Source: an optimization exercise on an open RTL-to-GDS flow (aim: small area and few clock cycles per item). Production flows keep margins and buffers that such runs may drop.
Only simulation tests tie the RTL to the original design; equivalence was not proved.
Power and IR drop assume default switching activity.

===== config.mk =====
export PLATFORM = sky130hd
export DESIGN_NAME = MAZE
export DESIGN_NICKNAME = MAZE
export VERILOG_FILES = /design/flow/design.v
export SDC_FILE = /design/flow/constraint.sdc
export NUM_CORES = 4
export LEC_CHECK = 0
export CAP_MARGIN = 20
export CORE_MARGIN = 2
export CORE_UTILIZATION = 40
export SLEW_MARGIN = 20

===== constraint.sdc =====
create_clock -name core_clock -period 15.0 [get_ports {clk}]
set_input_delay 3.0000 -clock core_clock [delete_from_list [all_inputs] [get_ports {clk}]]
set_output_delay 3.0000 -clock core_clock [all_outputs]
set_load 0.01 [all_outputs]

===== design.v =====
module MAZE(
    input clk,
    input rst_n,
    input in_valid,
    input [1:0] in,
    output reg out_valid,
    output reg [1:0] out
);
reg        walk;           
reg  [4:0] r, c;           
reg  [1:0] hd;             
reg        sw;             
reg  [1:0] ch [0:143];     
reg  [1:0] nd [0:8];       
wire load = in_valid & ~walk;
wire at_node = ~r[0] & ~c[0];
wire is_node = load & at_node;
wire push = load & (r[0] ^ c[0]);
wire last_in = load & (r == 5'd16) & (c == 5'd16);
function [1:0] fold_raw;
    input [1:0] e;
    input [1:0] n;
    begin
        case (e)
            2'd1: fold_raw = 2'b00;
            2'd2: fold_raw = 2'b11;
            2'd3: fold_raw = 2'b01;
            default: fold_raw = (n == 2'd2) ? 2'b11 : (n == 2'd3) ? 2'b01 : 2'b10;
        endcase
    end
endfunction
function [1:0] fold_st;
    input [1:0] x;
    input [1:0] n;
    begin
        fold_st = (x == 2'b10) ? ((n == 2'd2) ? 2'b11 : (n == 2'd3) ? 2'b01 : 2'b10) : x;
    end
endfunction
wire [1:0] push_val = fold_raw(in, c[0] ? nd[0] : nd[8]);
wire [1:0] H [0:8][0:9];    
wire [1:0] V [0:9][0:8];    
genvar gi, gj;
generate
    for (gi = 0; gi < 9; gi = gi + 1) begin : g_h
        assign H[gi][0] = 2'b00;
        assign H[gi][9] = 2'b00;
        for (gj = 0; gj < 8; gj = gj + 1) begin : g_hc
            assign H[gi][gj+1] = ch[143 - 17*gi - gj];
        end
    end
    for (gj = 0; gj < 9; gj = gj + 1) begin : g_v
        assign V[0][gj] = 2'b00;
        assign V[9][gj] = 2'b00;
        for (gi = 0; gi < 8; gi = gi + 1) begin : g_vr
            assign V[gi+1][gj] = ch[135 - 17*gi - gj];
        end
    end
endgenerate
wire [8:0] rh, chh;         
wire [8:0] rowm, colm;      
generate
    for (gi = 0; gi < 9; gi = gi + 1) begin : g_dec
        assign rh[gi]  = (r[4:1] == gi);
        assign chh[gi] = (c[4:1] == gi);
    end
    for (gi = 0; gi < 9; gi = gi + 1) begin : g_m
        if (gi == 0) begin : g_m0
            assign rowm[gi] = ~walk | rh[0] | rh[1];
            assign colm[gi] = ~walk | chh[0] | chh[1];
        end else if (gi == 8) begin : g_m8
            assign rowm[gi] = ~walk | rh[7] | rh[8];
            assign colm[gi] = ~walk | chh[7] | chh[8];
        end else begin : g_mm
            assign rowm[gi] = ~walk | rh[gi-1] | rh[gi] | rh[gi+1];
            assign colm[gi] = ~walk | chh[gi-1] | chh[gi] | chh[gi+1];
        end
    end
endgenerate
wire dead [0:8][0:8];
generate
    for (gi = 0; gi < 9; gi = gi + 1) begin : g_dr
        for (gj = 0; gj < 9; gj = gj + 1) begin : g_dc
            if ((gi == 0 && gj == 0) || (gi == 8 && gj == 8)) begin : g_keep
                assign dead[gi][gj] = 1'b0;
            end else begin : g_fill
                wire [7:0] b = {H[gi][gj+1], V[gi+1][gj], H[gi][gj], V[gi][gj]};
                wire o0 = b[7] | b[6], o1 = b[5] | b[4], o2 = b[3] | b[2], o3 = b[1] | b[0];
                wire le1 = ~((o0 | o1) & (o2 | o3)) & ~(o0 & o1) & ~(o2 & o3);
                assign dead[gi][gj] = le1 & ~(rowm[gi] & colm[gj]);
            end
        end
    end
endgenerate
wire keep [0:143];
generate
    for (gi = 0; gi < 9; gi = gi + 1) begin : g_kh
        for (gj = 0; gj < 8; gj = gj + 1) begin : g_khc
            assign keep[143 - 17*gi - gj] = ~push & (~(dead[gi][gj] | dead[gi][gj+1]) | (&ch[143 - 17*gi - gj]));
        end
    end
    for (gi = 0; gi < 8; gi = gi + 1) begin : g_kv
        for (gj = 0; gj < 9; gj = gj + 1) begin : g_kvc
            assign keep[135 - 17*gi - gj] = ~push & (~(dead[gi][gj] | dead[gi+1][gj]) | (&ch[135 - 17*gi - gj]));
        end
    end
endgenerate
wire [1:0] ch_d [0:143];
wire tap0 = is_node & (c != 5'd0);
wire tap8 = is_node & (r != 5'd0);
generate
    for (gi = 0; gi < 144; gi = gi + 1) begin : g_cd
        if (gi == 0) begin : g_c0
            assign ch_d[gi] = push ? push_val : tap0 ? fold_st(ch[0], in) : ({2{keep[gi]}} & ch[gi]);
        end else if (gi == 8) begin : g_c8
            assign ch_d[gi] = push ? ch[gi-1] : tap8 ? fold_st(ch[8], in) : ({2{keep[gi]}} & ch[gi]);
        end else begin : g_cn
            assign ch_d[gi] = ({2{push}} & ch[gi-1]) | ({2{keep[gi]}} & ch[gi]);
        end
    end
endgenerate
integer k;
always @(posedge clk) begin
    for (k = 0; k < 144; k = k + 1) ch[k] <= ch_d[k];
end
always @(posedge clk) begin
    if (load & ~c[0]) begin
        nd[0] <= in;
        for (k = 1; k < 9; k = k + 1) nd[k] <= nd[k-1];
    end
end
reg [19:0] hrow;
reg [19:0] vcol;
integer a, b2;
always @(*) begin
    hrow = 20'd0;
    vcol = 20'd0;
    for (a = 0; a < 9; a = a + 1)
        for (b2 = 0; b2 < 10; b2 = b2 + 1) begin
            hrow[2*b2 +: 2] = hrow[2*b2 +: 2] | ({2{rh[a]}} & H[a][b2]);
            vcol[2*b2 +: 2] = vcol[2*b2 +: 2] | ({2{chh[a]}} & V[b2][a]);
        end
end
reg [1:0] eg0, eg1, eg2, eg3;
always @(*) begin
    eg0 = 2'd0; eg1 = 2'd0; eg2 = 2'd0; eg3 = 2'd0;
    for (a = 0; a < 9; a = a + 1) begin
        eg0 = eg0 | ({2{chh[a]}} & hrow[2*a+2 +: 2]);
        eg2 = eg2 | ({2{chh[a]}} & hrow[2*a +: 2]);
        eg1 = eg1 | ({2{rh[a]}} & vcol[2*a+2 +: 2]);
        eg3 = eg3 | ({2{rh[a]}} & vcol[2*a +: 2]);
    end
end
wire [1:0] eg [0:3];
assign eg[0] = eg0;
assign eg[1] = eg1;
assign eg[2] = eg2;
assign eg[3] = eg3;
wire [3:0] pass;
assign pass[0] = eg0[1] | (eg0[0] & sw);
assign pass[1] = eg1[1] | (eg1[0] & sw);
assign pass[2] = eg2[1] | (eg2[0] & sw);
assign pass[3] = eg3[1] | (eg3[0] & sw);
wire [1:0] hl = hd + 2'd3;
wire [1:0] hr = hd + 2'd1;
wire [1:0] hb = hd + 2'd2;
wire [1:0] dn = ~at_node ? hd :
                pass[hl] ? hl :
                pass[hd] ? hd :
                pass[hr] ? hr : hb;
wire got = at_node & (&eg[dn]);
wire [1:0] e00 = ch[143];
wire d0 = ~(e00[1] | (e00[0] & sw));    
wire at_end = (r == 5'd16) & (c == 5'd16);
always @(posedge clk or negedge rst_n) begin
    if (!rst_n) begin
        walk <= 1'b0;
        r <= 5'd0;
        c <= 5'd0;
        out_valid <= 1'b0;
        out <= 2'd0;
    end else if (walk) begin
        if (at_end) begin
            walk <= 1'b0;
            r <= 5'd0;
            c <= 5'd0;
            out_valid <= 1'b0;
            out <= 2'd0;
        end else begin
            out_valid <= 1'b1;
            out <= dn;
            case (dn)
                2'd0: c <= c + 5'd1;
                2'd1: r <= r + 5'd1;
                2'd2: c <= c - 5'd1;
                default: r <= r - 5'd1;
            endcase
        end
    end else if (load) begin
        if (last_in) begin
            walk <= 1'b1;
            out_valid <= 1'b1;
            out <= {1'b0, d0};
            r <= {4'd0, d0};
            c <= {4'd0, ~d0};
        end else if (c == 5'd16) begin
            c <= 5'd0;
            r <= r + 5'd1;
        end else begin
            c <= c + 5'd1;
        end
    end
end
always @(posedge clk) begin
    if (walk) begin
        hd <= dn;
        if (got) sw <= 1'b1;
    end else if (load) begin
        if (last_in) begin
            hd <= {1'b0, d0};
            if (d0 ? (&ch[135]) : (&ch[143])) sw <= 1'b1;
        end
        if ((r == 5'd0) & (c == 5'd0)) sw <= (in == 2'd2);
    end
end
endmodule

===== run.sh =====
#!/bin/bash
# synth_recipe.tcl (not shown) runs the flow's synth.tcl, then flattens the netlist and writes it again
# the make line also repeats each setting of config.mk as NAME=value (left out here)
make -C /OpenROAD-flow-scripts/flow DESIGN_CONFIG=/design/flow/config.mk WORK_HOME=/design/flow/orfs CLKGATE_MAP_FILE= SYNTH_SCRIPT=/design/flow/synth_recipe.tcl finish

==> flow_metrics.tcl, run 1 <==
set metrics [dict create \
    antenna_found_initial 1 \
    antenna_left 0 \
    drtPass1Iterations 8 \
    design_area_sq_um 20400 \
    min_period_ps 6570 \
    ys_seq_elements 323 \
    routed-via-count 18800 \
    tns_ps 0 \
    rows 79 \
    synthArstFlopShare_pct 4.33 \
    synth-seq-area-share_pct 36.1 \
    clk_path_buf_depth 3 \
    avgSynthCellArea_sq_um 8.34 \
    maxSlewHeadroom_pct 18.9 \
    setup_slack_ps 8430 \
    cap_violations 0 \
    clock-sinks 323 \
    cellPowerDensity_nw_per_um2 111 \
    p_sw_share_pct 31.0 \
    internal_power_mw 1.56 \
    ir_drop_v 0.000102 \
    placed_area_sq_um 19200 \
    seqPwrFrac_pct 40.2 \
    wl_per_cell_microns 27.2 \
    p_clk_share_pct 41.2 \
    worstSetupPathType "input port to flip-flop" \
    core_area_sq_um 46500 \
    grt_start_max_net_pins 110 \
    synth-main-ff-cell "dfxtp_1" \
    ctsResizeCount 0 \
    crit_arrival_ps 7020 \
    drt_iter0_markers 2890 \
    nets 2203 \
    p_leak_nw 7.44 \
    io_pins 8 \
    gp_congestion 1.02 \
    die_y_microns 221 \
    maxSlewViolCount 0 \
    synth_nets 2264 \
    clock.fmax_ghz 0.152 \
    syn_inst 2254 \
    cts_buffers 37 \
    hold_buffers 0 \
    syn2layout_area_growth_pct 8.49 \
    routed_via_density 6.64 \
    crit_path_start_kind "input port" \
    htreeDepth 2 \
    setup_viol 0 \
    port_buffers 7 \
    hold_path_depth 0 \
    antenna_cells 0 \
    wirelength_microns 76700 \
    cts_tree "built" \
    rr_worst_depth 13 \
    yosysWarnings 3 \
    worstMarginPinSlew_ps 1210 \
    power_switching_mw 0.699 \
    drc 0 \
    yosysTopAreaCell "dfxtp_1" \
    synth_area_sq_um 18800 \
    status "finished clean" \
    globalRouteTotalUtil_pct 30.4 \
    drive_above_1_share_pct 7.76 \
    die-area_sq_um 48800 \
    synth_edf_count 25 \
    p_comb_share_pct 18.7 \
    finalHoldViolations 0 \
    clock_latency_ps 560 \
    worst_setup_path_end_kind "flip-flop" \
    grt_pass1_wl_microns 113000 \
    die-width_microns 221 \
    cts_root_buffer "clkbuf_16" \
    skew_ps 19.3 \
    hpwlAfterDp_microns 55800 \
    grt-ovfl-total 0 \
    min_period_over_period_pct 43.8 \
    dp_slack_ps 7990 \
    final.fill_count 4651 \
    power.total_mw 2.26 \
    synthDominantCellAreaShare_pct 30.2 \
    holdCritPathClass "flip-flop to flip-flop" \
    grt_pass1_vias 17100 \
    synth_area_leaders "dfxtp_1, a22o_1, nor2_1, o21ai_0, a22oi_1" \
    initial_core_util_pct 40.5 \
    rsz0062_at_grt "no" \
    worstPathMaxFanout 109 \
    clkTransAtPathRegs_ps 60 \
    cts_setup_buffers 0 \
    yosysUniqueCellTypes 93 \
    cp.required_ps 15450 \
]
worst paths after layout:
kind / startpoint / endpoint / slack (ps)
min in group asynchronous: rst_n / out[0] / 2840
hold reg to reg: nd[7][1] / nd[8][1] / 420
max in group asynchronous: rst_n / c[2] / 11710
setup / recovery: in_valid / ch[34][1] / 8430
hold / removal: nd[7][1] / nd[8][1] / 420
setup reg to reg: c[3] / sw / 9060
critical path: stages:
cell	delay [ps]
clkdlybuf4s50_1	630
nor2b_1	370
and2_4	740
buf_4	890
buf_4	870
nor2_1	160
a22o_1	230
sequential cells by signal, indices dropped and copies added (netlist names):
register and flops:
walk 1, sw 1, out 2, ch 288, hd 2, nd 18
r 5, out_valid 1, c 5
cells by family after synthesis:
group | count (synthesis) | synth area share (%)
AOI/OAI and AO/OA | 831 | 32.1
xor gates and xnor gates | 1 | 0.0466
adders and majority gates | 53 | 2.89
buffers and inverters | 163 | 4.09
DFF | 323 | 36.1
muxes | 70 | 3.93
and+or+nand+nor | 813 | 20.9
power by group through the flow:
| stage | combinational (mW) | clock (mW) | sequential, mW |
|---|---|---|---|
| final | 0.421 | 0.929 | 0.907 |
| after floorplan | 0.331 | 0 | 0.897 |
| after detailed placement | 0.404 | 0 | 0.925 |
| after CTS | 0.406 | 0.934 | 0.906 |
| after global routing | 0.436 | 0.969 | 0.906 |
| after global placement | 0.406 | 0 | 0.924 |
placed cells by master (no fill, tap or decap), types with 14 or more instances in the layout:
cell type	count
nor2_1	329
dfxtp_1	284
a22o_1	233
nand2_1	180
o21ai_0	175
a21oi_1	118
a22oi_1	108
nand3_1	77
mux2i_1	52
maj3_1	48
nand3b_1	41
a2bb2o_1	39
clkbuf_16	37
inv_1	33
o22ai_1	33
or3b_2	29
edfxtp_1	25
buf_4	23
nand2b_1	22
nor3_1	19
and3_1	16
nor4_1	15
mux2_2	14
routing by layer:
layer | GRT usage, % | vias up | wire length [microns] | share of wire, %
li1 | - | 8430 | - | -
met1 | 43.3 | 9107 | 33400 | 44
met2 | 45.4 | 1023 | 32900 | 43
met3 | 3.93 | 195 | 6710 | 8.7
met4 | 14.2 | 0 | 3710 | 4.8
met5 | 0 | - | 0 | 0
cells in the mapped netlist (11+ instances only):
cell	n
nor4_1	15
nor2b_1	13
dfrtp_1	14
buf_2	27
nand2b_1	22
inv_1	33
nor3_1	19
o21ai_0	175
dfxtp_1	284
or2_2	13
buf_6	11
buf_4	11
nand3b_1	41
mux2_2	14
o22ai_1	33
a2bb2o_1	39
maj3_1	48
or3b_2	29
mux2i_1	52
edfxtp_1	25
o31ai_1	12
a22oi_1	108
and2_1	14
clkbuf_1	74
nor2_1	329
a21oi_1	118
a22o_1	233
nand2_1	180
a31oi_1	12
and3_1	16
nand3_1	77
through the flow:
step	instances	util, %	hold slack, ps
2_1_floorplan	2254	-	400
3_3_place_gp	2761	41.3	407
3_5_place_dp	2761	41.3	405
4_1_cts	2823	43.9	424
5_1_grt	2823	43.9	431
6_report	2823	43.9	422
cell type report:
cell class	count	area, sq um	area share (%)
Multi-Input combinational cell	1768	11300	55.3
Sequential cell	323	6790	33.3
Clock buffer	50	1030	5.07
Tap cell	607	759	3.72
Timing Repair Buffer	30	243	1.19
Clock inverter	12	163	0.797
Inverter	33	124	0.607
Testbench counts, summed over its fixed seeds: cycles 32,364, items 96.
==> run 2: changes to the inputs <==
--- a/config.mk
+++ b/config.mk
@@ -5,6 +5,7 @@
 export SDC_FILE = /design/flow/constraint.sdc
 export NUM_CORES = 4
 export LEC_CHECK = 0
+export ABC_AREA = 1
 export CAP_MARGIN = 20
 export CORE_MARGIN = 2
 export CORE_UTILIZATION = 40
==> flow_metrics.tcl, run 2 <==
set metrics [dict create \
    status "finished clean" \
    ir_drop_v 0.000101 \
    slowest_delay_ps 700 \
    grt_start_max_net_pins 234 \
    die_y_microns 217 \
    maxSlewHeadroom_pct 20.9 \
    syn_inst 2703 \
    die-width_microns 217 \
    cellPowerDensity_nw_per_um2 146 \
    ys_seq_elements 323 \
    worst_setup_path_end_kind "flip-flop" \
    synth-main-ff-cell "dfxtp_1" \
    hold_buffers 0 \
    antenna_found_initial 0 \
    antenna_left 0 \
    synth_area_sq_um 18200 \
    avgSynthCellArea_sq_um 6.73 \
    initial_core_util_pct 40.3 \
    antenna_cells 0 \
    largest_reg_flops 288 \
    nets 2697 \
    synth_edf_count 25 \
    worstMarginPinSlew_ps 1180 \
    core_area_sq_um 45100 \
    routed_via_density 5.92 \
    wirelength_microns 69800 \
    largest-register "ch" \
    final_util_pct 44.6 \
    clock_latency_ps 560 \
    rows 78 \
    grt-ovfl-total 0 \
    drc 0 \
    yosysWarnings 3 \
    worstPathMaxFanout 233 \
    final_common_cell "nand2_1" \
    placed_area_sq_um 18800 \
    rsz0062_at_grt "no" \
    cp.required_ps 15460 \
    crit_family "buffers and inverters" \
    p_leak_nw 6.93 \
    regToRegSetupSlack_ps 10330 \
    synthDominantCellAreaShare_pct 31.3 \
    hpwlAfterDp_microns 51300 \
    globalRouteTotalUtil_pct 29.0 \
    htreeDepth 2 \
    synth-seq-area-share_pct 37.3 \
    drtPass1Iterations 8 \
    skew_ps 17.1 \
    yosysTopAreaCell "dfxtp_1" \
    port_buffers 7 \
    gp_congestion 0.982 \
    synth_area_leaders "dfxtp_1, o22ai_1, nand2_1, inv_1, nor2_1" \
    die-area_sq_um 47200 \
    drt_iter0_markers 2047 \
    crit_path_start_kind "input port" \
    cts_setup_buffers 0 \
    cts_buffers 38 \
    wl_per_cell_microns 21.0 \
    ctsResizeCount 0 \
    clkTransAtPathRegs_ps 60 \
    clk_path_buf_depth 3 \
    critPathBufInv 5 \
    io_pins 8 \
    top_regs "ch x288, nd x18" \
    drive_above_1_share_pct 5.34 \
    design_area_sq_um 20100 \
    synth_nets 2713 \
    clock.fmax_ghz 0.188 \
    tns_ps 0 \
    holdCritPathClass "flip-flop to flip-flop" \
    yosysMostFrequentCell "nand2_1" \
    grt_pass1_vias 18100 \
    setup_viol 0 \
    worstSetupPathType "input port to flip-flop" \
    finalHoldViolations 0 \
    routed-via-count 19600 \
    crit_arrival_ps 5790 \
    yosys-top-cells-count "nand2_1, inv_1, o22ai_1" \
    min_period_ps 5330 \
    clock-sinks 323 \
    cap_violations 0 \
    final.fill_count 4707 \
    syn2layout_area_growth_pct 10.6 \
    grt_pass1_wl_microns 105000 \
    synthArstFlopShare_pct 4.33 \
    layout.cells.most_common_list "nand2_1, inv_1, o22ai_1, nor2_1, dfxtp_1" \
    min_period_over_period_pct 35.5 \
    critPathSlowestCell "buf_12" \
    cts_tree "built" \
    cp_cell_sequence "clkdlybuf4s50_1 > inv_1 > nor2_1 > inv_1 > nor2_1 > inv_8 > buf_12 > nand2_1 > o22ai_1" \
    cts_root_buffer "clkbuf_16" \
    yosysUniqueCellTypes 50 \
    maxSlewViolCount 0 \
]
-- run 2: cell types whose count changed after synthesis, moves of 45 or more --
cell      delta
a22o_1     -232
inv_1      +366
a22oi_1    -106
o22ai_1    +348
o21ai_0     -45
nand3_1    +113
nand2_1    +401
mux2i_1     -52
a21oi_1     -94
o221ai_1    +48
-- run 2: cell type report --
type	instances	area [sq um]	share of cell area (%)
multi-input combinational	1878	9460	47.1
sequential	323	6790	33.8
inverter	416	1570	7.82
clock buffer	58	1180	5.87
tap	600	751	3.73
timing repair buffer	30	255	1.27
clock inverter	10	98.8	0.492
-- run 2: report_power, final --
part / leakage [nW] / switching (mW) / internal, mW
logic: 3.62 / 0.802 / 0.232
registers: 2.68 / 0.0400 / 0.895
clock network: 0.629 / 0.383 / 0.575
total: 6.93 / 1.22 / 1.70
-- run 2: metal layers --
metal	track usage (%)	wire (microns)	vias to the layer above
met1	38.7	29700	9295
met5	0	0	-
met2	45.8	30600	890
met3	4.21	5850	188
met4	14.2	3640	0
li1	-	-	9249
-- run 2: kinds of logic after synthesis --
family | synth area share [%]
XOR/XNOR | 0.385
adder cells (fa/ha/maj) | 0.950
AND/OR/NAND/NOR | 26.5
AO/OA/AOI/OAI | 24.0
buffers and inverters | 10.9
flip-flops | 37.3
-- run 2: path summary, 6_finish.rpt --
kind                           from         to  cells after the start
max                        in_valid  ch[63][0]                      9
min                        nd[5][1]   nd[6][1]                      0
max reg2reg                    c[3]         sw                     27
min reg2reg                nd[5][1]   nd[6][1]                      0
max in group asynchronous     rst_n       r[3]                      1
min in group asynchronous     rst_n       c[4]                      1
-- run 2: worst register-to-register path, stage by stage, from the launching register on --
cell and delay (ps):
dfrtp_1 500, inv_1 210, nor2_4 110, buf_4 460, nand2_1 730, o21ai_0 490, nor2_1 70, nand2_1 140
nand2_1 70, nand2_1 70, nor2_1 60, nand2_1 140, nand2_1 100, nand3_1 100, nand3_1 90, nand2_1 90
nand2_1 70, nand2_2 70, nand2_1 60, nand2_2 80, nand2_4 100, inv_4 110, nand3_1 90, nand3_1 80
nand2_1 50, nand2_1 50, nand2_1 60, a21oi_2 120
-- run 2: stage by stage --
step / instances / hold WS [ps] / power [mW] / worst slack (ps)
global placement: 3247 / 406 / 1.94 / 9260
CTS: 3315 / 421 / 2.90 / 9770
finish: 3315 / 420 / 2.93 / 9670
detailed placement: 3247 / 407 / 1.95 / 9190
floorplan: 2703 / 400 / 1.56 / 10660
global route: 3315 / 428 / 3.02 / 9410
==> run 3: changes to the inputs <==
--- a/config.mk
+++ b/config.mk
@@ -9,4 +9,7 @@
 export CAP_MARGIN = 20
 export CORE_MARGIN = 2
 export CORE_UTILIZATION = 40
+export CTS_BUF_LIST = sky130_fd_sc_hd__clkbuf_16
+export CTS_CLUSTER_DIAMETER = 80
+export CTS_CLUSTER_SIZE = 24
 export SLEW_MARGIN = 20
==> flow_metrics.tcl, run 3 <==
set metrics [dict create \
    status "finished clean" \
    fin_cells 3291 \
    syn_inst 2703 \
    dp_cells 3247 \
    ctsResizeCount 0 \
    routed_via_density 5.91 \
    routed-via-count 19400 \
    p_leak_nw 6.72 \
    regToRegSetupSlack_ps 10340 \
    cp_cell_sequence "clkdlybuf4s50_1 > inv_1 > nor2_1 > inv_1 > nor2_1 > inv_8 > buf_12 > nand2_1 > o22ai_1" \
    clkTransAtPathRegs_ps 100 \
    cts_root_buffer "clkbuf_16" \
    cp.required_ps 15480 \
    antenna_left 0 \
    wirelength_microns 69200 \
    die-area_sq_um 47200 \
    yosys-top-cells-count "nand2_1, inv_1, o22ai_1" \
    largest_reg_flops 288 \
    die_y_microns 217 \
    initial_core_util_pct 40.3 \
    final_util_pct 43.7 \
    worstPathMaxFanout 233 \
    yosysWarnings 3 \
    worstMarginPinSlew_ps 1210 \
    clk_path_buf_depth 3 \
    cellPowerDensity_nw_per_um2 137 \
    cts_buffers 24 \
    final_common_cell "nand2_1" \
    hpwlAfterDp_microns 51300 \
    critPathSlowestCell "buf_12" \
    avgSynthCellArea_sq_um 6.73 \
    globalRouteTotalUtil_pct 28.5 \
    finalHoldViolations 0 \
    worstSetupPathType "input port to flip-flop" \
    grt-ovfl-total 0 \
    tns_ps 0 \
    multi_input_area_sq_um 9460 \
    htreeDepth 1 \
    maxSlewHeadroom_pct 18.5 \
    port_buffers 7 \
    yosysMostFrequentCell "nand2_1" \
    slowest_delay_ps 650 \
    grt_pass1_wl_microns 103000 \
    yosysTopAreaCell "dfxtp_1" \
    grt_pass1_vias 17800 \
    synth_nets 2713 \
    min_period_over_period_pct 35.5 \
    drc 0 \
    synth_area_leaders "dfxtp_1, o22ai_1, nand2_1, inv_1, nor2_1" \
    layout.cells.most_common_list "nand2_1, inv_1, o22ai_1, nor2_1, dfxtp_1" \
    grt_start_max_net_pins 234 \
    min_period_ps 5330 \
    final.fill_count 4749 \
    crit_arrival_ps 5800 \
    hold_buffers 0 \
    synth_area_sq_um 18200 \
    top_regs "ch x288, nd x18" \
    antenna_found_initial 0 \
    drive_above_1_share_pct 4.76 \
    cts_setup_buffers 0 \
    nets 2683 \
    syn2layout_area_growth_pct 8.29 \
    crit_path_start_kind "input port" \
    clock-sinks 323 \
    core_area_sq_um 45100 \
    drt_iter0_markers 2183 \
    skew_ps 23.5 \
    synthDominantCellAreaShare_pct 31.3 \
    antenna_cells 0 \
    clock_latency_ps 580 \
    yosysUniqueCellTypes 50 \
    io_pins 8 \
    rsz0062_at_grt "no" \
    cap_violations 0 \
    holdCritPathClass "flip-flop to flip-flop" \
    largest-register "ch" \
    worst_setup_path_end_kind "flip-flop" \
    synthArstFlopShare_pct 4.33 \
    synth-seq-area-share_pct 37.3 \
    setup_viol 0 \
    ys_seq_elements 323 \
    synth-main-ff-cell "dfxtp_1" \
    synth_edf_count 25 \
    clock.fmax_ghz 0.188 \
    ir_drop_v 0.0000997 \
    maxSlewViolCount 0 \
    cts_tree "built" \
    rows 78 \
    wl_per_cell_microns 21.0 \
    power.total_mw 2.70 \
    gp_congestion 0.982 \
    drtPass1Iterations 5 \
    regArea_sq_um 6790 \
    die-width_microns 217 \
]
[run 3: final cells by class]
cell class              count  share of cell area, %
clock buffers              25                   3.18
well taps                 600                   3.81
flip-flops and latches    323                   34.5
repair buffers             30                   1.30
multi-input cells        1878                   48.0
inverters                 416                   7.98
clock inverters            19                   1.22
[run 3: metal layers]
metal	up-vias	GRT usage (%)	part of all wire, %
li1	9210	-	-
met1	9162	38.3	42
met2	892	44.7	43
met3	185	4.10	9.0
met4	0	14.5	5.7
met5	-	0	0
[run 3: critical path: cells and delay by family]
kind / cells / cell delay [ps]
buf+inv: 5 / 1940
simple gates: 3 / 360
compound gates: 1 / 160
[run 3: power by group]
| group | total [mW] | internal [mW] | switching, mW |
|---|---|---|---|
| registers | 0.934 | 0.894 | 0.0402 |
| logic | 1.03 | 0.232 | 0.801 |
| clock network | 0.731 | 0.346 | 0.385 |
[run 3: worst paths after layout]
path | endpoint | cells past startpoint | startpoint
worst max-delay path | ch[75][0] | 9 | in_valid
worst min-delay path | nd[6][1] | 0 | nd[5][1]
worst max register to register | sw | 27 | c[3]
worst min register to register | nd[6][1] | 0 | nd[5][1]
max in group asynchronous | r[3] | 1 | rst_n
min in group asynchronous | c[1] | 1 | rst_n
[run 3: logic make-up (layout without fill, tap and decap cells)]
| kind of cell | Yosys count | in the layout | synth area share [%] |
|---|---|---|---|
| simple gates | 1158 | 1158 | 26.5 |
| compound gates | 696 | 696 | 24.0 |
| buf+inv | 502 | 490 | 10.9 |
| flops | 323 | 323 | 37.3 |
| fa+ha+maj | 16 | 16 | 0.950 |
| xor+xnor | 8 | 8 | 0.385 |
[run 3: through the flow]
step | cell area (sq um) | worst slack (ps) | hold slack [ps]
after floorplan | 18200 | 10660 | 400
after global placement | 18800 | 9260 | 406
after detailed placement | 18800 | 9190 | 407
after CTS | 19700 | 9780 | 416
after global routing | 19700 | 9460 | 422
final | 19700 | 9670 | 414
==> run 4: changes to the inputs <==
--- a/config.mk
+++ b/config.mk
@@ -12,4 +12,6 @@
 export CTS_BUF_LIST = sky130_fd_sc_hd__clkbuf_16
 export CTS_CLUSTER_DIAMETER = 80
 export CTS_CLUSTER_SIZE = 24
+export GPL_ROUTABILITY_DRIVEN = 0
+export GPL_TIMING_DRIVEN = 0
 export SLEW_MARGIN = 20
==> flow_metrics.tcl, run 4 <==
set metrics [dict create \
    synth_nets 2713 \
    rows 78 \
    cts_buffers 21 \
    dp_cells 3324 \
    largest_reg_flops 288 \
    clkTransAtPathRegs_ps 100 \
    core_area_sq_um 45100 \
    cts_tree "built" \
    drc 0 \
    wl_met2_microns 33300 \
    worstSetupPathType "input port to flip-flop" \
    cellPowerDensity_nw_per_um2 137 \
    r2r-end "sw" \
    largest-register "ch" \
    yosysWarnings 3 \
    routed-via-count 20400 \
    top_regs "ch x288, nd x18" \
    clock-sinks 323 \
    synth_area_leaders "dfxtp_1, o22ai_1, nand2_1, inv_1, nor2_1" \
    antenna_found_initial 0 \
    drt_iter0_markers 2894 \
    synth_edf_count 25 \
    r2r_start "c[1]" \
    globalRouteTotalUtil_pct 31.5 \
    cts_root_buffer "clkbuf_16" \
    wl_per_cell_microns 22.8 \
    synth-main-ff-cell "dfxtp_1" \
    die-width_microns 217 \
    synth-compound-area-share_pct 24.0 \
    status "finished clean" \
    grt_pass1_vias 18400 \
    drive_above_1_share_pct 5.47 \
    synth-seq-area-share_pct 37.3 \
    maxSlewViolCount 0 \
    drtPass1Iterations 9 \
    antenna_left 0 \
    final_common_cell "nand2_1" \
    finalHoldViolations 0 \
    rsz0062_at_grt "no" \
    muxShareOfSynthArea_pct 0 \
    wirelength_microns 76700 \
    dr_wl_met3_microns 8720 \
    crit_arrival_ps 5510 \
    tns_ps 0 \
    routed_via_density 6.06 \
    cap_violations 0 \
    htreeDepth 1 \
    initial_core_util_pct 40.3 \
    cp_cell_sequence "clkdlybuf4s50_1 > inv_1 > nor2_1 > inv_1 > nor2_1 > inv_2 > clkbuf_1 > buf_1 > nand2_1 > o22ai_1" \
    syn2layout_area_growth_pct 9.30 \
    crit_path_start_kind "input port" \
    synth_area_sq_um 18200 \
    die-area_sq_um 47200 \
    min_period_over_period_pct 33.6 \
    slowest_delay_ps 730 \
    worstPathMaxFanout 10 \
    critPathSlowestCell "clkbuf_1" \
    p_sw_share_pct 46.6 \
    synthAdderAreaFrac_pct 0.950 \
    ctsResizeCount 0 \
    yosys-top-cells-count "nand2_1, inv_1, o22ai_1" \
    rr_worst_depth 26 \
    p_comb_share_pct 42.4 \
    holdCritPathClass "flip-flop to flip-flop" \
    power_switching_mw 1.27 \
    yosysUniqueCellTypes 50 \
    io_pins 8 \
    synth_top_family_by_area "simple AND/OR/NAND/NOR gates" \
    layout.cells.most_common_list "nand2_1, inv_1, o22ai_1, nor2_1, dfxtp_1" \
    avgSynthCellArea_sq_um 6.73 \
    synthDominantCellAreaShare_pct 31.3 \
    worst_setup_path_end_kind "flip-flop" \
    internal_power_mw 1.45 \
    skew_ps 27.5 \
    ir_drop_v 0.000112 \
    port_buffers 7 \
    clock_latency_ps 570 \
    ys_seq_elements 323 \
    min_period_ps 5030 \
    grt-ovfl-total 0 \
    seqPwrFrac_pct 33.9 \
    syn_inst 2703 \
    crit_family "buffers and inverters" \
    die_y_microns 217 \
    nets 2758 \
    fin_hold_ws_ps 428 \
    cts_setup_buffers 0 \
    yosysTopAreaCell "dfxtp_1" \
    synthArstFlopShare_pct 4.33 \
    hp-start "nd[3][0]" \
    clock.fmax_ghz 0.199 \
    hold_buffers 0 \
    grt_start_max_net_pins 26 \
    yosysMostFrequentCell "nand2_1" \
    cp.required_ps 15470 \
    met1_length_microns 30400 \
    clk_path_buf_depth 3 \
    setup_viol 0 \
    synth_xor_area_share_pct 0.385 \
    fin_cells 3361 \
    worstMarginPinSlew_ps 1000 \
    maxSlewHeadroom_pct 33.0 \
    p_clk_share_pct 23.8 \
    whs_endpoint "nd[4][0]" \
    critPathBufInv 6 \
    regToRegSetupSlack_ps 10480 \
    final.fill_count 4699 \
    grt_pass1_wl_microns 113000 \
    synthSimpleGateAreaFrac_pct 26.5 \
    hpwlAfterDp_microns 59000 \
    hold_path_depth 0 \
    p_leak_nw 6.83 \
    top_layer_used "met4" \
]
run 4: cell types whose count changed in the layout (fill, tap and decap cells not counted), moves of 3 or more:
| cell | change |
|---|---|
| buf_2 | +29 |
| clkbuf_1 | +43 |
| clkinv_8 | -3 |
| clkbuf_16 | -4 |
| buf_1 | +7 |
| buf_4 | -10 |
| buf_6 | +6 |
run 4: worst register-to-register path: stages (launching register included):
cell and delay (ps):
dfrtp_1 470, inv_1 180, nor2_2 410, nand2_1 740, o21ai_1 560, nor2_1 90, nand2_1 140, nand2_1 70
nand2_1 70, nor2_1 50, nand2_1 140, nand2_1 100, nand3_1 110, nand3_1 90, nand2_1 100, nand2_1 70
nand2_2 70, nand2_1 60, nand2_2 80, nand2_4 100, inv_4 110, nand3_1 80, nand3_1 80, nand2_1 60
nand2_1 50, nand2_1 60, a21oi_2 130
run 4: how the worst max path moves through the flow:
stage / slack [ps] / from / cells past startpoint / end
finish: 9970 / in_valid / 10 / ch[116][0]
global route: 9850 / in_valid / 10 / ch[80][0]
CTS: 10020 / in_valid / 10 / ch[76][1]
detailed placement: 9460 / in_valid / 10 / ch[81][0]
global placement: 7920 / c[1] / 10 / ch[45][1]
floorplan: 10660 / in_valid / 4 / nd[0][0]
run 4: cells by family (layout without fill, tap and decap cells):
kind of cell	count (synthesis)	in the layout
XOR/XNOR	8	8
AO/OA/AOI/OAI	696	696
other	0	1
AND/OR/NAND/NOR	1158	1158
adder cells (fa/ha/maj)	16	16
flip-flops	323	323
buffers and inverters	502	559
run 4: per-stage QoR:
| stage | power (mW) | utilization (%) | area [sq um] | worst slack [ps] |
|---|---|---|---|---|
| 4_1_cts | 2.66 | 44.0 | 19900 | 10020 |
| 6_report | 2.72 | 44.1 | 19900 | 9970 |
| 3_3_place_gp | 1.98 | 42.1 | 19000 | 7920 |
| 3_5_place_dp | 2.03 | 42.5 | 19200 | 9460 |
| 5_1_grt | 2.79 | 44.1 | 19900 | 9850 |
| 2_1_floorplan | 1.56 | - | 18200 | 10660 |
run 4: layout make-up:
| cell class | count | area [sq um] | share of cell area, % |
|---|---|---|---|
| plain buffers | 86 | 414 | 2.08 |
| flip-flops and latches | 323 | 6790 | 34.1 |
| multi-input cells | 1878 | 9490 | 47.7 |
| well taps | 600 | 751 | 3.78 |
| clock inverters | 14 | 163 | 0.818 |
| repair buffers | 22 | 179 | 0.900 |
| inverters | 416 | 1560 | 7.87 |
| clock buffers | 21 | 526 | 2.64 |
| diodes | 1 | 2.50 | 0.0126 |
run 4: layer usage:
layer	GRT usage [%]	vias to the layer above
met4	14.5	0
met5	0	-
met3	6.82	255
li1	-	9360
met1	41.3	9517
met2	49.4	1250
run 4: power by group through the flow:
stage | combinational, mW | sequential, mW | clock (mW)
floorplan | 0.622 | 0.935 | 0
detailed placement | 1.09 | 0.941 | 0
CTS | 1.09 | 0.921 | 0.646
global placement | 1.04 | 0.940 | 0
global route | 1.19 | 0.924 | 0.674
finish | 1.15 | 0.922 | 0.648
==> run 5: changes to the inputs <==
--- a/config.mk
+++ b/config.mk
@@ -8,10 +8,8 @@
 export ABC_AREA = 1
 export CAP_MARGIN = 20
 export CORE_MARGIN = 2
-export CORE_UTILIZATION = 40
+export CORE_UTILIZATION = 60
 export CTS_BUF_LIST = sky130_fd_sc_hd__clkbuf_16
 export CTS_CLUSTER_DIAMETER = 80
 export CTS_CLUSTER_SIZE = 24
-export GPL_ROUTABILITY_DRIVEN = 0
-export GPL_TIMING_DRIVEN = 0
 export SLEW_MARGIN = 20
==> flow_metrics.tcl, run 5 <==
set metrics [dict create \
    largest-register "ch" \
    r2r-end "sw" \
    finalHoldViolations 0 \
    die_y_microns 178 \
    grt-ovfl-total 0 \
    synthSimpleGateAreaFrac_pct 26.5 \
    power.total_mw 2.55 \
    clock.fmax_ghz 0.156 \
    synthArstFlopShare_pct 4.33 \
    rsz0062_at_grt "no" \
    synth-main-ff-cell "dfxtp_1" \
    grt_pass1_wl_microns 101000 \
    synthAdderAreaFrac_pct 0.950 \
    crit_arrival_ps 6870 \
    dp_slack_ps 8000 \
    yosysTopAreaCell "dfxtp_1" \
    status "finished clean" \
    crit_end "ch[36][1]" \
    synth_area_sq_um 18200 \
    htreeDepth 1 \
    grt_pass1_vias 17900 \
    hold_buffers 0 \
    cap_violations 0 \
    fin_cells 3067 \
    cts_setup_buffers 0 \
    holdCritPathClass "flip-flop to flip-flop" \
    setup_viol 0 \
    synth_area_leaders "dfxtp_1, o22ai_1, nand2_1, inv_1, nor2_1" \
    antenna_left 0 \
    drt_iter0_markers 2672 \
    drtPass1Iterations 6 \
    r2r_start "c[2]" \
    worst_setup_path_end_kind "flip-flop" \
    setup_slack_ps 8580 \
    largest_reg_flops 288 \
    ctsResizeCount 0 \
    clkTransAtPathRegs_ps 90 \
    syn2layout_area_growth_pct 5.40 \
    final_util_pct 64.5 \
    wl_per_cell_microns 21.8 \
    synthDominantCellAreaShare_pct 31.3 \
    placed_area_sq_um 18600 \
    yosysUniqueCellTypes 50 \
    cp.required_ps 15440 \
    synth_top_family_by_area "simple AND/OR/NAND/NOR gates" \
    synth-compound-area-share_pct 24.0 \
    rr_worst_depth 26 \
    yosys-top-cells-count "nand2_1, inv_1, o22ai_1" \
    yosysWarnings 3 \
    clock-sinks 323 \
    maxSlewHeadroom_pct 9.88 \
    regToRegSetupSlack_ps 10110 \
    fin_hold_ws_ps 436 \
    cellPowerDensity_nw_per_um2 133 \
    port_buffers 7 \
    worstSetupPathType "input port to flip-flop" \
    min_period_over_period_pct 42.8 \
    grt_start_max_net_pins 209 \
    min_period_ps 6420 \
    cts_tree "built" \
    die-area_sq_um 31700 \
    routed_via_density 6.43 \
    hpwlAfterDp_microns 49300 \
    avgSynthCellArea_sq_um 6.73 \
    cts_buffers 18 \
    gp_congestion 1.04 \
    synth_xor_area_share_pct 0.385 \
    synth_edf_count 25 \
    antenna_cells 0 \
    design_area_sq_um 19200 \
    crit_path_start_kind "input port" \
    hold_path_depth 0 \
    skew_ps 14.9 \
    io_pins 8 \
    globalRouteTotalUtil_pct 41.7 \
    syn_inst 2703 \
    nets 2678 \
    worstMarginPinSlew_ps 1350 \
    tns_ps 0 \
    layout.cells.most_common_list "nand2_1, inv_1, o22ai_1, nor2_1, dfxtp_1" \
    cts_root_buffer "clkbuf_16" \
    ir_drop_v 0.0000927 \
    clock_latency_ps 550 \
    final_common_cell "nand2_1" \
    routed-via-count 19700 \
    core_area_sq_um 29700 \
    clk_path_buf_depth 3 \
    drive_above_1_share_pct 4.22 \
    yosysMostFrequentCell "nand2_1" \
    dp_cells 3038 \
    drc 0 \
    die-width_microns 178 \
    top_regs "ch x288, nd x18" \
    p_leak_nw 6.61 \
    initial_core_util_pct 61.2 \
    synth-seq-area-share_pct 37.3 \
    ys_seq_elements 323 \
    rows 63 \
    wirelength_microns 66900 \
    antenna_found_initial 0 \
    maxSlewViolCount 0 \
    crit_path_start "in_valid" \
    synth_nets 2713 \
    muxShareOfSynthArea_pct 0 \
    worstPathMaxFanout 208 \
]
==> run 5: cell counts after synthesis <==
No cell type changed its count.
==> run 5: kinds of logic (layout without fill, tap and decap cells) <==
family,count (synthesis),after routing
flip-flops,323,323
AND/OR/NAND/NOR,1158,1158
adder cells (fa/ha/maj),16,16
AO/OA/AOI/OAI,696,696
XOR/XNOR,8,8
buffers and inverters,502,476
==> run 5: critical path, stage by stage <==
cell	delay (ps)
clkdlybuf4s50_1	420
inv_1	60
nor2_1	30
inv_1	150
nor2_1	150
inv_8	700
buf_6	750
buf_4	950
nand2_1	220
o22ai_1	190
==> run 5: worst min-delay path by stage <==
stage,slack (ps),end,startpoint
after global placement,400,nd[6][1],nd[5][1]
after detailed placement,410,nd[5][0],nd[4][0]
after CTS,430,nd[7][0],nd[6][0]
final,440,nd[4][0],nd[3][0]
after global routing,440,nd[7][0],nd[6][0]
after floorplan,400,nd[2][0],nd[1][0]
==> run 5: final cells by class <==
cell class | instances | area, sq um
Clock buffer | 19 | 475
Sequential cell | 323 | 6790
Timing Repair Buffer | 31 | 254
Clock inverter | 10 | 109
Fill cell | 2776 | 10600
Inverter | 416 | 1570
Tap cell | 390 | 488
Multi-Input combinational cell | 1878 | 9480
==> run 5: metal layers <==
layer  share of wire (%)  GRT usage, %  up-vias
met5                   0             0        -
met1                  38          53.9     9122
li1                    -             -     9181
met2                  44          65.7     1153
met3                  11          7.42      252
met4                 7.0          24.3        0
==> run 5: power by group <==
part	total (mW)	switching, mW	internal, mW
Clock	0.583	0.314	0.269
Combinational	1.04	0.801	0.235
Sequential	0.934	0.0398	0.894
Total	2.55	1.16	1.40
==> run 6: changes to the inputs <==
--- a/config.mk
+++ b/config.mk
@@ -8,7 +8,7 @@
 export ABC_AREA = 1
 export CAP_MARGIN = 20
 export CORE_MARGIN = 2
-export CORE_UTILIZATION = 60
+export CORE_UTILIZATION = 80
 export CTS_BUF_LIST = sky130_fd_sc_hd__clkbuf_16
 export CTS_CLUSTER_DIAMETER = 80
 export CTS_CLUSTER_SIZE = 24
==> flow_metrics.tcl, run 6 <==
set metrics [dict create \
    final_util_pct 84.1 \
    status "finished clean" \
    die-area_sq_um 24000 \
    antenna_found_initial 2 \
    r2r_start "c[2]" \
    grt-ovfl-total 0 \
    synthAdderAreaFrac_pct 0.950 \
    crit_path_start_kind "input port" \
    top_regs "ch x288, nd x18" \
    design_area_sq_um 18900 \
    antenna_left 0 \
    p_leak_nw 6.55 \
    placed_area_sq_um 18400 \
    avgSynthCellArea_sq_um 6.73 \
    hold_buffers 0 \
    cts_setup_buffers 0 \
    critPathBufInv 6 \
    synth_top_family_by_area "simple AND/OR/NAND/NOR gates" \
    ys_seq_elements 323 \
    largest-register "ch" \
    cellPowerDensity_nw_per_um2 132 \
    finalHoldViolations 0 \
    holdCritPathClass "flip-flop to flip-flop" \
    port_buffers 7 \
    initial_core_util_pct 80.8 \
    crit_arrival_ps 5940 \
    regToRegSetupSlack_ps 10020 \
    io_pins 8 \
    hold_path_depth 0 \
    muxShareOfSynthArea_pct 0 \
    die_y_microns 155 \
    cp.required_ps 15450 \
    synthDominantCellAreaShare_pct 31.3 \
    worstSetupPathType "input port to flip-flop" \
    drc 0 \
    htreeDepth 1 \
    yosys-top-cells-count "nand2_1, inv_1, o22ai_1" \
    dp_cells 2928 \
    final.fill_count 1515 \
    layout.cells.most_common_list "nand2_1, inv_1, o22ai_1, nor2_1, dfxtp_1" \
    grt_pass1_wl_microns 100000 \
    yosysMostFrequentCell "nand2_1" \
    clock_latency_ps 550 \
    min_period_ps 5490 \
    clock-sinks 323 \
    cts_root_buffer "clkbuf_16" \
    whs_endpoint "nd[2][1]" \
    synthSimpleGateAreaFrac_pct 26.5 \
    maxSlewHeadroom_pct 17.4 \
    rsz0062_at_grt "no" \
    cap_violations 0 \
    yosysWarnings 3 \
    ctsResizeCount 0 \
    synth-main-ff-cell "dfxtp_1" \
    wl_per_cell_microns 22.3 \
    syn2layout_area_growth_pct 4.06 \
    fin_cells 2955 \
    synth_area_sq_um 18200 \
    drtPass1Iterations 14 \
    core_area_sq_um 22500 \
    die-width_microns 155 \
    grt_pass1_vias 19000 \
    min_period_over_period_pct 36.6 \
    routed-via-count 20900 \
    clkTransAtPathRegs_ps 90 \
    slowest_delay_ps 760 \
    crit_family "buffers and inverters" \
    r2r-end "sw" \
    drive_above_1_share_pct 3.86 \
    skew_ps 28.1 \
    synth_edf_count 25 \
    fin_hold_ws_ps 436 \
    wirelength_microns 66000 \
    drt_iter0_markers 4067 \
    yosysTopAreaCell "dfxtp_1" \
    cts_buffers 17 \
    clock.fmax_ghz 0.182 \
    ir_drop_v 0.000101 \
    synth_area_leaders "dfxtp_1, o22ai_1, nand2_1, inv_1, nor2_1" \
    synth-compound-area-share_pct 24.0 \
    tns_ps 0 \
    clk_path_buf_depth 3 \
    rows 55 \
    grt_start_max_net_pins 216 \
    hp-start "nd[1][1]" \
    worst_setup_path_end_kind "flip-flop" \
    globalRouteTotalUtil_pct 53.6 \
    final_common_cell "nand2_1" \
    worstPathMaxFanout 132 \
    cts_tree "built" \
    synth_xor_area_share_pct 0.385 \
    yosysUniqueCellTypes 50 \
    routed_via_density 7.07 \
    critPathSlowestCell "buf_6" \
    cp_cell_sequence "clkdlybuf4s50_1 > inv_1 > nor2_1 > inv_1 > nor2_1 > inv_8 > buf_16 > buf_6 > nand2_1 > o22ai_1" \
    worstMarginPinSlew_ps 1230 \
    maxSlewViolCount 0 \
    hpwlAfterDp_microns 46400 \
    synth-seq-area-share_pct 37.3 \
    largest_reg_flops 288 \
    rr_worst_depth 26 \
    synthArstFlopShare_pct 4.33 \
    setup_viol 0 \
    syn_inst 2703 \
    gp_congestion 1.07 \
    synth_nets 2713 \
    nets 2674 \
]
run 6: cell counts after synthesis:
Identical to the previous run, type by type.
run 6: cell families (layout without fill, tap and decap cells):
| logic type | Yosys count | count (layout) |
|---|---|---|
| AO/OA/AOI/OAI | 696 | 696 |
| flip-flops | 323 | 323 |
| buffers and inverters | 502 | 467 |
| XOR/XNOR | 8 | 8 |
| adder cells (fa/ha/maj) | 16 | 16 |
| AND/OR/NAND/NOR | 1158 | 1158 |
| other | 0 | 2 |
run 6: final cells by class:
class / count / area [sq um] / area share [%]
Multi-Input combinational cell: 1878 / 9480 / 50.1
Antenna cell: 2 / 5.00 / 0.0265
Sequential cell: 323 / 6790 / 35.9
Inverter: 416 / 1570 / 8.31
Tap cell: 285 / 357 / 1.88
Timing Repair Buffer: 28 / 255 / 1.35
Clock buffer: 17 / 425 / 2.25
Clock inverter: 6 / 40.0 / 0.212
run 6: metrics by stage:
stage	setup WS, ps	power (mW)
2_1_floorplan	10660	1.56
3_3_place_gp	9050	1.87
3_5_place_dp	8870	1.89
4_1_cts	9360	2.37
5_1_grt	9380	2.53
6_report	9510	2.49
run 6: routing by layer:
layer | share of wire [%] | global-route usage, %
met2 | 41 | 79.4
met4 | 10 | 43.3
met5 | 0.24 | 5.59
met1 | 32 | 64.2
met3 | 16 | 16.1
run 6: how the worst max path moves through the flow:
stage / startpoint / endpoint / slack (ps) / depth (start not counted)
floorplan: in_valid / nd[0][0] / 10660 / 4
global placement: in_valid / ch[118][0] / 9050 / 9
detailed placement: in_valid / ch[78][1] / 8870 / 9
CTS: in_valid / ch[97][0] / 9360 / 9
global route: in_valid / ch[118][1] / 9380 / 10
finish: in_valid / ch[97][0] / 9510 / 10
run 6: report_power, final:
part	total (mW)	switching [mW]	internal, mW
sequential	0.933	0.0392	0.894
clock	0.508	0.299	0.209
combinational	1.05	0.816	0.231
==> run 7: changes to the inputs <==
--- a/config.mk
+++ b/config.mk
@@ -8,7 +8,7 @@
 export ABC_AREA = 1
 export CAP_MARGIN = 20
 export CORE_MARGIN = 2
-export CORE_UTILIZATION = 80
+export CORE_UTILIZATION = 70
 export CTS_BUF_LIST = sky130_fd_sc_hd__clkbuf_16
 export CTS_CLUSTER_DIAMETER = 80
 export CTS_CLUSTER_SIZE = 24
==> flow_metrics.tcl, run 7 <==
set metrics [dict create \
    status "finished clean" \
    ctsResizeCount 0 \
    crit_arrival_ps 5950 \
    layout.cells.most_common_list "nand2_1, inv_1, o22ai_1, nor2_1, dfxtp_1" \
    cellPowerDensity_nw_per_um2 131 \
    hold_path_depth 0 \
    clock.fmax_ghz 0.179 \
    synth_area_sq_um 18200 \
    syn2layout_area_growth_pct 4.28 \
    worstMarginPinSlew_ps 1210 \
    drive_above_1_share_pct 3.94 \
    rows 58 \
    synth-main-ff-cell "dfxtp_1" \
    finalHoldViolations 0 \
    top_regs "ch x288, nd x18" \
    yosysMostFrequentCell "nand2_1" \
    cts_root_buffer "clkbuf_16" \
    min_period_ps 5580 \
    synthDominantCellAreaShare_pct 31.3 \
    final.fill_count 2077 \
    drc 0 \
    worstPathMaxFanout 221 \
    clock_latency_ps 540 \
    power.total_mw 2.49 \
    worst_setup_path_end_kind "flip-flop" \
    largest-register "ch" \
    wirelength_microns 66200 \
    yosys-top-cells-count "nand2_1, inv_1, o22ai_1" \
    drtPass1Iterations 13 \
    nets 2673 \
    cts_tree "built" \
    clock-sinks 323 \
    synth-seq-area-share_pct 37.3 \
    maxSlewViolCount 0 \
    clkTransAtPathRegs_ps 100 \
    rsz0062_at_grt "no" \
    io_pins 8 \
    yosysWarnings 3 \
    cap_violations 0 \
    dr_wl_met3_microns 9250 \
    skew_ps 24.4 \
    holdCritPathClass "flip-flop to flip-flop" \
    routed_via_density 6.72 \
    htreeDepth 1 \
    cp.required_ps 15380 \
    syn_inst 2703 \
    drt_iter0_markers 3193 \
    die-area_sq_um 27300 \
    ir_drop_v 0.000164 \
    grt_pass1_wl_microns 99500 \
    grt_start_max_net_pins 222 \
    crit_path_start_kind "input port" \
    final_common_cell "nand2_1" \
    avgSynthCellArea_sq_um 6.73 \
    synth_nets 2713 \
    largest_reg_flops 288 \
    ys_seq_elements 323 \
    synth_edf_count 25 \
    wl_met2_microns 27700 \
    dp_slack_ps 8910 \
    routed-via-count 20100 \
    yosysTopAreaCell "dfxtp_1" \
    multi_input_area_sq_um 9480 \
    wl_per_cell_microns 22.1 \
    worstSetupPathType "input port to flip-flop" \
    p_leak_nw 6.53 \
    hold_buffers 0 \
    cts_buffers 17 \
    placed_area_sq_um 18500 \
    min_period_over_period_pct 37.2 \
    met1_length_microns 23400 \
    setup_viol 0 \
    die-width_microns 165 \
    die_y_microns 165 \
    globalRouteTotalUtil_pct 47.8 \
    regArea_sq_um 6790 \
    synth_area_leaders "dfxtp_1, o22ai_1, nand2_1, inv_1, nor2_1" \
    clk_path_buf_depth 3 \
    gp_congestion 1.07 \
    synthArstFlopShare_pct 4.33 \
    rr_worst_depth 26 \
    core_area_sq_um 25300 \
    maxSlewHeadroom_pct 19.4 \
    setup_slack_ps 9420 \
    grt_pass1_vias 18300 \
    cts_setup_buffers 0 \
    yosysUniqueCellTypes 50 \
    initial_core_util_pct 71.8 \
    design_area_sq_um 19000 \
    antenna_found_initial 2 \
    port_buffers 7 \
    antenna_left 0 \
    grt-ovfl-total 0 \
    hpwlAfterDp_microns 47300 \
    tns_ps 0 \
    top_layer_used "met5" \
]
run 7: worst max-delay path, cell delays in order:
cell,delay [ps]
clkdlybuf4s50_1,470
inv_1,40
nor2_1,70
inv_1,90
nor2_1,410
clkinv_8,690
buf_4,650
nand2_1,220
o22ai_1,110
run 7: logic make-up (layout without fill, tap and decap cells):
logic type | after synthesis | in the layout | share of synthesized area [%]
flip-flops | 323 | 323 | 37.3
AND/OR/NAND/NOR | 1158 | 1158 | 26.5
other | 0 | 1 | 0
buffers and inverters | 502 | 465 | 10.9
AO/OA/AOI/OAI | 696 | 696 | 24.0
XOR/XNOR | 8 | 8 | 0.385
adder cells (fa/ha/maj) | 16 | 16 | 0.950
run 7: worst paths after layout:
path	from	to	slack [ps]
max	in_valid	ch[52][1]	9420
min	nd[3][1]	nd[4][1]	440
max reg2reg	c[2]	sw	9980
min reg2reg	nd[3][1]	nd[4][1]	440
max in group asynchronous	rst_n	out[0]	11670
min in group asynchronous	rst_n	c[0]	2880
run 7: per-stage QoR:
step / util (%) / hold WS, ps / instances
global placement: 72.9 / 402 / 2973
finish: 74.9 / 435 / 2997
global route: 74.9 / 443 / 2996
detailed placement: 72.9 / 412 / 2974
CTS: 74.8 / 438 / 2996
floorplan: - / 400 / 2703
run 7: per-layer routing:
| metal | global-route usage, % | vias up |
|---|---|---|
| met3 | 15.0 | 392 |
| li1 | - | 9191 |
| met4 | 35.0 | 4 |
| met2 | 71.7 | 1496 |
| met5 | 1.52 | - |
| met1 | 57.5 | 9066 |
run 7: cell type report:
type | count | area share [%]
Antenna cell | 1 | 0.0132
Clock buffer | 18 | 2.38
Clock inverter | 4 | 0.106
Inverter | 416 | 8.31
Multi-Input combinational cell | 1878 | 50.0
Sequential cell | 323 | 35.8
Tap cell | 330 | 2.18
Timing Repair Buffer | 27 | 1.22
run 7: power by group:
| part | internal, mW | switching (mW) |
|---|---|---|
| combinational | 0.229 | 0.808 |
| sequential | 0.894 | 0.0403 |
| clock | 0.218 | 0.297 |
| total | 1.34 | 1.15 |
==> run 8: changes to the inputs <==
--- a/design.v
+++ b/design.v
@@ -58,6 +58,7 @@
 endgenerate
 wire [8:0] rh, chh;         
 wire [8:0] rowm, colm;      
+wire fill_on = walk | last_in;
 generate
     for (gi = 0; gi < 9; gi = gi + 1) begin : g_dec
         assign rh[gi]  = (r[4:1] == gi);
@@ -65,14 +66,14 @@
     end
     for (gi = 0; gi < 9; gi = gi + 1) begin : g_m
         if (gi == 0) begin : g_m0
-            assign rowm[gi] = ~walk | rh[0] | rh[1];
-            assign colm[gi] = ~walk | chh[0] | chh[1];
+            assign rowm[gi] = ~fill_on | rh[0] | rh[1];
+            assign colm[gi] = ~fill_on | chh[0] | chh[1];
         end else if (gi == 8) begin : g_m8
-            assign rowm[gi] = ~walk | rh[7] | rh[8];
-            assign colm[gi] = ~walk | chh[7] | chh[8];
+            assign rowm[gi] = ~fill_on | rh[7] | rh[8];
+            assign colm[gi] = ~fill_on | chh[7] | chh[8];
         end else begin : g_mm
-            assign rowm[gi] = ~walk | rh[gi-1] | rh[gi] | rh[gi+1];
-            assign colm[gi] = ~walk | chh[gi-1] | chh[gi] | chh[gi+1];
+            assign rowm[gi] = ~fill_on | rh[gi-1] | rh[gi] | rh[gi+1];
+            assign colm[gi] = ~fill_on | chh[gi-1] | chh[gi] | chh[gi+1];
         end
     end
 endgenerate
@@ -95,12 +96,12 @@
 generate
     for (gi = 0; gi < 9; gi = gi + 1) begin : g_kh
         for (gj = 0; gj < 8; gj = gj + 1) begin : g_khc
-            assign keep[143 - 17*gi - gj] = ~push & (~(dead[gi][gj] | dead[gi][gj+1]) | (&ch[143 - 17*gi - gj]));
+            assign keep[143 - 17*gi - gj] = ~push & (~(dead[gi][gj] | dead[gi][gj+1]) | ch[143 - 17*gi - gj][0]);
         end
     end
     for (gi = 0; gi < 8; gi = gi + 1) begin : g_kv
         for (gj = 0; gj < 9; gj = gj + 1) begin : g_kvc
-            assign keep[135 - 17*gi - gj] = ~push & (~(dead[gi][gj] | dead[gi+1][gj]) | (&ch[135 - 17*gi - gj]));
+            assign keep[135 - 17*gi - gj] = ~push & (~(dead[gi][gj] | dead[gi+1][gj]) | ch[135 - 17*gi - gj][0]);
         end
     end
 endgenerate
==> flow_metrics.tcl, run 8 <==
set metrics [dict create \
    min_period_ps 6400 \
    skew_ps 22.2 \
    critPathSlowestCell "nor4_2" \
    setup_viol 0 \
    syn_inst 2366 \
    grt_start_max_net_pins 100 \
    die-width_microns 163 \
    drive_above_1_share_pct 4.08 \
    die-area_sq_um 26700 \
    initial_core_util_pct 70.9 \
    yosysWarnings 3 \
    p_leak_nw 7.46 \
    dp_slack_ps 8250 \
    hpwlAfterDp_microns 46800 \
    power.total_mw 3.26 \
    yosys-top-cells-count "nand2_1, nor2_1, nand3_1" \
    grt_pass1_wl_microns 97400 \
    multi_input_area_sq_um 8340 \
    drc 0 \
    rows 58 \
    worstSetupPathType "input port to flip-flop" \
    rsz0062_at_grt "no" \
    ys_seq_elements 323 \
    syn2layout_area_growth_pct 5.04 \
    drt_iter0_markers 3649 \
    wl_per_cell_microns 24.6 \
    regArea_sq_um 8210 \
    grt-ovfl-total 0 \
    globalRouteTotalUtil_pct 48.8 \
    cts_buffers 17 \
    yosysUniqueCellTypes 44 \
    die_y_microns 163 \
    nets 2353 \
    clkTransAtPathRegs_ps 90 \
    avgSynthCellArea_sq_um 7.51 \
    hold_buffers 0 \
    final.fill_count 1910 \
    maxSlewHeadroom_pct 13.1 \
    synthArstFlopShare_pct 4.33 \
    grt_pass1_vias 16900 \
    clock.fmax_ghz 0.156 \
    ir_drop_v 0.000156 \
    final_common_cell "nand2_1" \
    cp_cell_sequence "clkdlybuf4s50_1 > inv_1 > nor2_1 > clkinv_1 > nor3_1 > nor2_1 > buf_4 > nor4_2 > buf_4 > o221ai_1 > o211ai_1 > inv_1 > o21ai_0 > nand2_1" \
    slowest_delay_ps 900 \
    holdCritPathClass "flip-flop to flip-flop" \
    placed_area_sq_um 18200 \
    dr_wl_met3_microns 10500 \
    port_buffers 7 \
    wirelength_microns 66100 \
    worstMarginPinSlew_ps 1300 \
    status "finished clean" \
    yosysTopAreaCell "edfxtp_1" \
    synth_edf_count 167 \
    synth_area_leaders "edfxtp_1, dfxtp_1, nand2_1, nor2_1, nand3_1" \
    finalHoldViolations 0 \
    drtPass1Iterations 7 \
    crit_arrival_ps 6670 \
    top_layer_used "met4" \
    htreeDepth 1 \
    cp.required_ps 15280 \
    worstPathMaxFanout 15 \
    maxSlewViolCount 0 \
    core_area_sq_um 25000 \
    tns_ps 0 \
    clk_path_buf_depth 3 \
    setup_slack_ps 8600 \
    crit_family "simple AND/OR/NAND/NOR gates" \
    cts_tree "built" \
    met1_length_microns 22000 \
    gp_congestion 1.07 \
    yosysMostFrequentCell "nand2_1" \
    synth_area_sq_um 17800 \
    min_period_over_period_pct 42.7 \
    crit_path_start_kind "input port" \
    io_pins 8 \
    worst_setup_path_end_kind "flip-flop" \
    antenna_found_initial 1 \
    routed_via_density 6.89 \
    synth-main-ff-cell "edfxtp_1" \
    fin_hold_ws_ps 428 \
    synthDominantCellAreaShare_pct 28.2 \
    clock-sinks 323 \
    clock_latency_ps 540 \
    antenna_left 0 \
    design_area_sq_um 18700 \
    cap_violations 0 \
    layout.cells.most_common_list "nand2_1, nor2_1, inv_1, nand3_1, a21oi_1" \
    wl_met2_microns 27700 \
    routed-via-count 18500 \
    synth_nets 2376 \
    cts_root_buffer "clkbuf_16" \
    synth-seq-area-share_pct 46.2 \
    cellPowerDensity_nw_per_um2 175 \
    critPathBufInv 6 \
    ctsResizeCount 0 \
    cts_setup_buffers 0 \
]
-- run 8: cell count changes in the layout (fill, tap and decap cells not counted), sizes merged, moves of 16 or more --
cell,before,now
a21oi,25,181
o21a,16,0
o2111ai,0,29
o21ai,160,83
dfxtp,284,142
nand3,197,236
o31ai,1,59
o22ai,381,112
inv,419,255
edfxtp,25,167
o211ai,46,7
o221ai,51,26
-- run 8: final timing paths --
check / cells past startpoint / startpoint / slack (ps) / to
setup / recovery: 14 / in_valid / 8600 / ch[0][1]
hold / removal: 0 / nd[5][1] / 430 / nd[6][1]
setup reg to reg: 28 / c[2] / 9750 / sw
hold reg to reg: 0 / nd[5][1] / 430 / nd[6][1]
max in group asynchronous: 1 / rst_n / 11670 / r[4]
min in group asynchronous: 1 / rst_n / 2880 / c[4]
-- run 8: layer usage --
metal,track usage (%),up-vias
met5,0,-
met1,60.0,8239
met3,15.9,453
li1,-,8080
met4,31.3,0
met2,74.2,1741
-- run 8: cell families (layout without fill, tap and decap cells) --
logic type | count (synthesis) | count (layout) | synth area share, %
adders and majority gates | 23 | 23 | 1.37
AOI/OAI and AO/OA | 509 | 509 | 17.4
buffers and inverters | 323 | 309 | 7.21
and+or+nand+nor | 1179 | 1179 | 27.3
other | 0 | 3 | 0
xor gates and xnor gates | 8 | 8 | 0.394
muxes | 1 | 1 | 0.0564
DFF | 323 | 323 | 46.2
-- run 8: layout make-up --
class	count	area share [%]
multi-input cells	1720	44.7
inverters	246	4.96
diodes	3	0.0402
well taps	330	2.21
clock buffers	17	2.28
flip-flops and latches	323	44.0
repair buffers	35	1.50
clock inverters	11	0.295
-- run 8: metrics by stage --
step,util (%),cells
2_1_floorplan,-,2366
5_1_grt,74.5,2682
6_report,74.5,2685
3_3_place_gp,72.5,2654
4_1_cts,74.4,2682
3_5_place_dp,72.5,2654
-- run 8: power by group --
group	internal, mW	switching, mW
sequential	1.09	0.156
clock	0.211	0.305
combinational	0.358	1.14
total	1.66	1.60
Testbench counts of run 8, summed over its fixed seeds: cycles 32,408, items 96.

what the ideal ports hide:
How much do the figures lean on ideal ports? The routed layouts below were timed once more, with nothing changed but the port constraints.
Step 1, drivers: a clkbuf_16 drives clk and a buf_2 each remaining input, both assumed.
Step 2 adds t to the input delays and takes it off the output delays; t is the mean of the earliest and latest rising clock arrival at the registers after step 1. Input paths then give back, and output paths get back, about the clock's delay inside the block.
Three values: no drivers, after step 1, after step 2; two values: the first two.
run | t, ns | setup slack, ns | worst setup path at the end | slew at the worst register clock pin (ns) | cell pins on the clock port's net
run 1 | 0.610 | 8.431 / 8.466 / 7.856 | input to register | 0.06 / 0.06 | 1
run 2 | 0.613 | 9.668 / 9.705 / 9.092 | input to register | 0.06 / 0.06 | 1
run 3 | 0.627 | 9.674 / 9.708 / 9.081 | input to register | 0.10 / 0.10 | 1
run 4 | 0.613 | 9.967 / 9.997 / 9.383 | input to register | 0.11 / 0.11 | 1
run 5 | 0.593 | 8.579 / 8.614 / 8.021 | input to register | 0.11 / 0.11 | 1
run 6 | 0.585 | 9.509 / 9.540 / 8.956 | input to register | 0.10 / 0.10 | 1
run 7 | 0.577 | 9.424 / 9.450 / 8.873 | input to register | 0.11 / 0.11 | 1
run 8 | 0.582 | 8.602 / 8.617 / 8.035 | input to register | 0.10 / 0.10 | 1
After both steps setup and hold are still met in every run listed. For run 3, which loses most, drivers alone change the setup slack by +0.034 ns; drivers and shift together by -0.593 ns.
